What follows belongs to an exercise in optimizing a design on an open flow for small area and a short achievable clock period; a production flow would make more cautious choices.

## oak
==> flow/design.v <==
module lzc54(input [53:0] x, output [5:0] n);
    wire [63:0] v = {x, 10'h3ff};    
    wire [31:0] z1;        
    wire [31:0] c1;        
    genvar i;
    generate
        for (i = 0; i < 32; i = i + 1) begin : l1
            assign z1[i] = ~(v[2*i+1] | v[2*i]);
            assign c1[i] = ~v[2*i+1];
        end
    endgenerate
    wire [15:0] z2; wire [31:0] c2;
    generate
        for (i = 0; i < 16; i = i + 1) begin : l2
            assign z2[i] = z1[2*i+1] & z1[2*i];
            assign c2[2*i+1:2*i] = z1[2*i+1] ? {1'b1, c1[2*i]} : {1'b0, c1[2*i+1]};
        end
    endgenerate
    wire [7:0] z3; wire [23:0] c3;
    generate
        for (i = 0; i < 8; i = i + 1) begin : l3
            assign z3[i] = z2[2*i+1] & z2[2*i];
            assign c3[3*i+2:3*i] = z2[2*i+1] ? {1'b1, c2[4*i+1:4*i]} : {1'b0, c2[4*i+3:4*i+2]};
        end
    endgenerate
    wire [3:0] z4; wire [15:0] c4;
    generate
        for (i = 0; i < 4; i = i + 1) begin : l4
            assign z4[i] = z3[2*i+1] & z3[2*i];
            assign c4[4*i+3:4*i] = z3[2*i+1] ? {1'b1, c3[6*i+2:6*i]} : {1'b0, c3[6*i+5:6*i+3]};
        end
    endgenerate
    wire [1:0] z5; wire [9:0] c5;
    generate
        for (i = 0; i < 2; i = i + 1) begin : l5
            assign z5[i] = z4[2*i+1] & z4[2*i];
            assign c5[5*i+4:5*i] = z4[2*i+1] ? {1'b1, c4[8*i+3:8*i]} : {1'b0, c4[8*i+7:8*i+4]};
        end
    endgenerate
    assign n = z5[1] ? {1'b1, c5[4:0]} : {1'b0, c5[9:5]};
endmodule
module pfx_add #(parameter N = 54, parameter KIND = 0) (input [N-1:0] x, input [N-1:0] y, input cin, output [N-1:0] s);
    localparam L = (N > 32) ? 6 : (N > 16) ? 5 : (N > 8) ? 4 : 3;   
    wire [N-1:0] g0 = x & y;
    wire [N-1:0] p0 = x ^ y;
    wire [N-1:0] G [0:L];
    wire [N-1:0] P [0:L];
    assign G[0] = {g0[N-1:1], g0[0] | (p0[0] & cin)};
    assign P[0] = p0;
    genvar l, i;
    generate
        if (KIND == 0) begin : sk   
            for (l = 0; l < L; l = l + 1) begin : lv
                for (i = 0; i < N; i = i + 1) begin : b
                    if ((i >> l) & 1) begin
                        localparam integer j = ((i >> l) << l) - 1;
                        assign G[l+1][i] = G[l][i] | (P[l][i] & G[l][j]);
                        assign P[l+1][i] = P[l][i] & P[l][j];
                    end else begin
                        assign G[l+1][i] = G[l][i];
                        assign P[l+1][i] = P[l][i];
                    end
                end
            end
        end else begin : ks   
            for (l = 0; l < L; l = l + 1) begin : lv
                for (i = 0; i < N; i = i + 1) begin : b
                    if (i >= (1 << l)) begin
                        assign G[l+1][i] = G[l][i] | (P[l][i] & G[l][i - (1 << l)]);
                        assign P[l+1][i] = P[l][i] & P[l][i - (1 << l)];
                    end else begin
                        assign G[l+1][i] = G[l][i];
                        assign P[l+1][i] = P[l][i];
                    end
                end
            end
        end
    endgenerate
    wire [N-1:0] c = {G[L][N-2:0], cin};
    assign s = p0 ^ c;
endmodule
module sigadd(input [53:0] x, input [53:0] y, input cin, output [53:0] sum);
    pfx_add #(.N(54), .KIND(0)) u_pfx(.x(x), .y(y), .cin(cin), .s(sum));
endmodule
module dfa_pre(
    input  [63:0] a, input [63:0] b,
    output        sx,         
    output [10:0] ex,         
    output [51:0] mx,         
    output [52:0] ty,         
    output [5:0]  dsh,        
    output        big,        
    output        sub,        
    output        eqe         
);
    wire [10:0] ea = a[62:52], eb = b[62:52];
    wire [11:0] dab = {1'b0, ea} - {1'b0, eb};
    wire [10:0] dba = eb - ea;
    wire        swe = dab[11];                  
    wire [10:0] d   = swe ? dba : dab[10:0];
    assign      eqe = ea == eb;
    assign      sx  = swe ? b[63] : a[63];
    assign ex   = swe ? eb : ea;
    assign mx   = swe ? b[51:0] : a[51:0];
    assign ty   = swe ? {|ea, a[51:0]} : {|eb, b[51:0]};
    assign dsh  = d[5:0];
    assign big  = |d[10:6];
    assign sub  = a[63] ^ b[63];
endmodule
module dfa_post(
    input         sx, input [10:0] ex, input [51:0] mx, input [52:0] ty,
    input  [5:0]  dsh, input big, input sub, input eqe,
    output [52:0] p,          
    output [1:0]  k,          
    output [11:0] se,         
    output        inf         
);
    wire        yz = ~|ty;
    wire        xz = ~|{ex, mx};
    wire        lzero = xz | yz;                
    wire        hz = xz & yz;                   
    wire        tie = eqe & (ty[51:0] > mx);
    wire        invx = sub & tie;               
    wire        invy = sub & ~tie;              
    wire        s1 = sx ^ (sub & (tie | hz));
    assign      inf = &ex;                      
    wire [52:0] tx = {|ex, mx};
    wire [52:0] t3 = ty >> (dsh | {6{big}});     
    wire [53:0] sum;
    sigadd u_add(.x({invx, tx ^ {53{invx}}}), .y({invy, t3 ^ {53{invy}}}), .cin(sub), .sum(sum));
    wire [5:0]  sh;
    lzc54 u_lzc(.x({sum[53], sum[52] | lzero, sum[51:0]}), .n(sh));
    wire        zres = sh[5] & sh[4] & sh[2] & sh[1];    
    wire [52:0] n5 = sh[5] ? {sum[20:0], 32'd0} : sum[52:0];
    wire [52:0] n4 = sh[4] ? {n5[36:0], 16'd0} : n5;
    wire [52:0] n3 = sh[3] ? {n4[44:0], 8'd0} : n4;
    assign      p  = sh[2] ? {n3[48:0], 4'd0} : n3;
    assign      k = sh[1:0];
    wire [10:0] e1p = ex + 11'd1;
    wire [4:0]  eh1 = e1p[10:6] - 5'd1;
    wire [6:0]  el  = {1'b0, e1p[5:0]} - {1'b0, sh};
    wire [10:0] e   = {el[6] ? eh1 : e1p[10:6], el[5:0]};
    assign se[11]   = ~inf & ~zres & s1;
    assign se[10:0] = inf ? 11'h7ff : (zres ? 11'd0 : e);
endmodule
module dfa_out(input [52:0] p, input [1:0] k, input inf, output [51:0] m);
    wire [52:0] q = p << k;
    assign m = {52{inf}} | q[52:1];
endmodule
module fp64_add(input clk, input [63:0] a, input [63:0] b, output [63:0] s);
    wire        sx_d, big_d, sub_d, eqe_d;
    wire [10:0] ex_d;
    wire [51:0] mx_d;
    wire [52:0] ty_d;
    wire [5:0]  dsh_d;
    reg         sx_q, big_q, sub_q, eqe_q;
    reg  [10:0] ex_q;
    reg  [51:0] mx_q;
    reg  [52:0] ty_q;
    reg  [5:0]  dsh_q;
    wire [52:0] p_d;
    wire [1:0]  k_d;
    wire [11:0] se_d;
    wire        inf_d;
    reg  [52:0] p_q;
    reg  [1:0]  k_q;
    reg  [11:0] se_q;
    reg         inf_q;
    dfa_pre  u_pre(.a(a), .b(b), .sx(sx_d), .ex(ex_d), .mx(mx_d), .ty(ty_d), .dsh(dsh_d), .big(big_d),
                   .sub(sub_d), .eqe(eqe_d));
    dfa_post u_post(.sx(sx_q), .ex(ex_q), .mx(mx_q), .ty(ty_q), .dsh(dsh_q), .big(big_q), .sub(sub_q),
                    .eqe(eqe_q), .p(p_d), .k(k_d), .se(se_d), .inf(inf_d));
    dfa_out  u_out(.p(p_q), .k(k_q), .inf(inf_q), .m(s[51:0]));
    assign s[63:52] = se_q;
    always @(posedge clk) begin
        sx_q    <= sx_d;
        ex_q    <= ex_d;
        mx_q    <= mx_d;
        ty_q    <= ty_d;
        dsh_q   <= dsh_d;
        big_q   <= big_d;
        sub_q   <= sub_d;
        eqe_q   <= eqe_d;
        p_q     <= p_d;
        k_q     <= k_d;
        se_q    <= se_d;
        inf_q   <= inf_d;
    end
endmodule
export LEC_CHECK = 0
export CAP_MARGIN = 20
export CORE_MARGIN = 2
export CORE_UTILIZATION = 25
export SLEW_MARGIN = 20
create_clock -name core_clock -period 30.0 [get_ports {clk}]
standard.sh (not shown) runs the stock make flow with config.mk's settings and CLKGATE_MAP_FILE= SYNTH_SCRIPT=/design/flow/synth_recipe.tcl, a recipe that flattens the netlist after the stock synthesis.
==> flow/flow/run.sh <==
#!/bin/bash
# Layout flow: the standard flow with an area-oriented ABC mapping script
# (flow/abc.script replaces ORFS's abc_speed.script; registers unchanged),
# plain buffers on the ports, a denser floorplan, and timing repair that
# aims for setup slack of 21 ns at the design's clock.
set -euo pipefail
cp -r "$FLOW_HOME/scripts" scripts_mod
cp flow/abc.script scripts_mod/abc_speed.script
bash standard.sh SCRIPTS_DIR="$PWD/scripts_mod" \
  "BUFFER_PORTS_ARGS=-buffer_cell sky130_fd_sc_hd__buf_1" \
  CORE_UTILIZATION=45 SETUP_SLACK_MARGIN=21 CTS_BUF_LIST=sky130_fd_sc_hd__clkbuf_8 ADDER_MAP_FILE= finish > standard.log 2>&1
==> flow/flow/abc.script <==
strash
dch
map -a
topo
stime -c
### oak -> pine
-- flow/flow/run.sh --
<<< oak, line 5
# aims for setup slack of 21 ns at the design's clock.
>>> pine, line 5
# aims for setup slack of 21.5 ns at the design's clock.
<<< oak, line 11
  CORE_UTILIZATION=45 SETUP_SLACK_MARGIN=21 CTS_BUF_LIST=sky130_fd_sc_hd__clkbuf_8 ADDER_MAP_FILE= finish > standard.log 2>&1
>>> pine, line 11
  CORE_UTILIZATION=45 SETUP_SLACK_MARGIN=21.5 CTS_BUF_LIST=sky130_fd_sc_hd__clkbuf_8 ADDER_MAP_FILE= finish > standard.log 2>&1
pine completed end to end with timing, DRC and antenna clean. Going from oak to pine, area after synthesis roughly the same; post-layout utilization of the core higher; achievable frequency higher. [pine vs oak] post-place setup slack: higher in pine. In the tables for oak and pine, sum of net half-perimeters after detailed placement reads higher with pine.
No run of this note included a check of the RTL's function; only the layout flow was run.

port drivers added, routing unchanged:
In the flow no input, the clock included, has a driving cell. The finished layouts below were timed again as built, in two steps.
Step 1 (the two cells are an assumption about what drives the block):
set clk [get_ports {clk}]
set_driving_cell -lib_cell sky130_fd_sc_hd__clkbuf_16 $clk
set_driving_cell -lib_cell sky130_fd_sc_hd__buf_2 [delete_from_list [all_inputs] $clk]
Step 2 also shifts input and output timing later by t, the mid clock arrival at the registers, as if the neighbouring blocks saw the same clock.
Slacks: no drivers / after step 1 / after step 2; pairs: no drivers / after step 1.
run | shift t [ns] | slack for setup (ns) | worst slew at a driven data input, ns
oak | 0.593 | 21.212 / 21.243 / 20.650 | 0.07
pine | 0.605 | 21.738 / 21.683 / 21.138 | 0.06
After both steps setup and hold are still met in every run listed. The setup slack of pine, which loses most, moves by -0.055 ns with the drivers and by -0.600 ns with both steps.
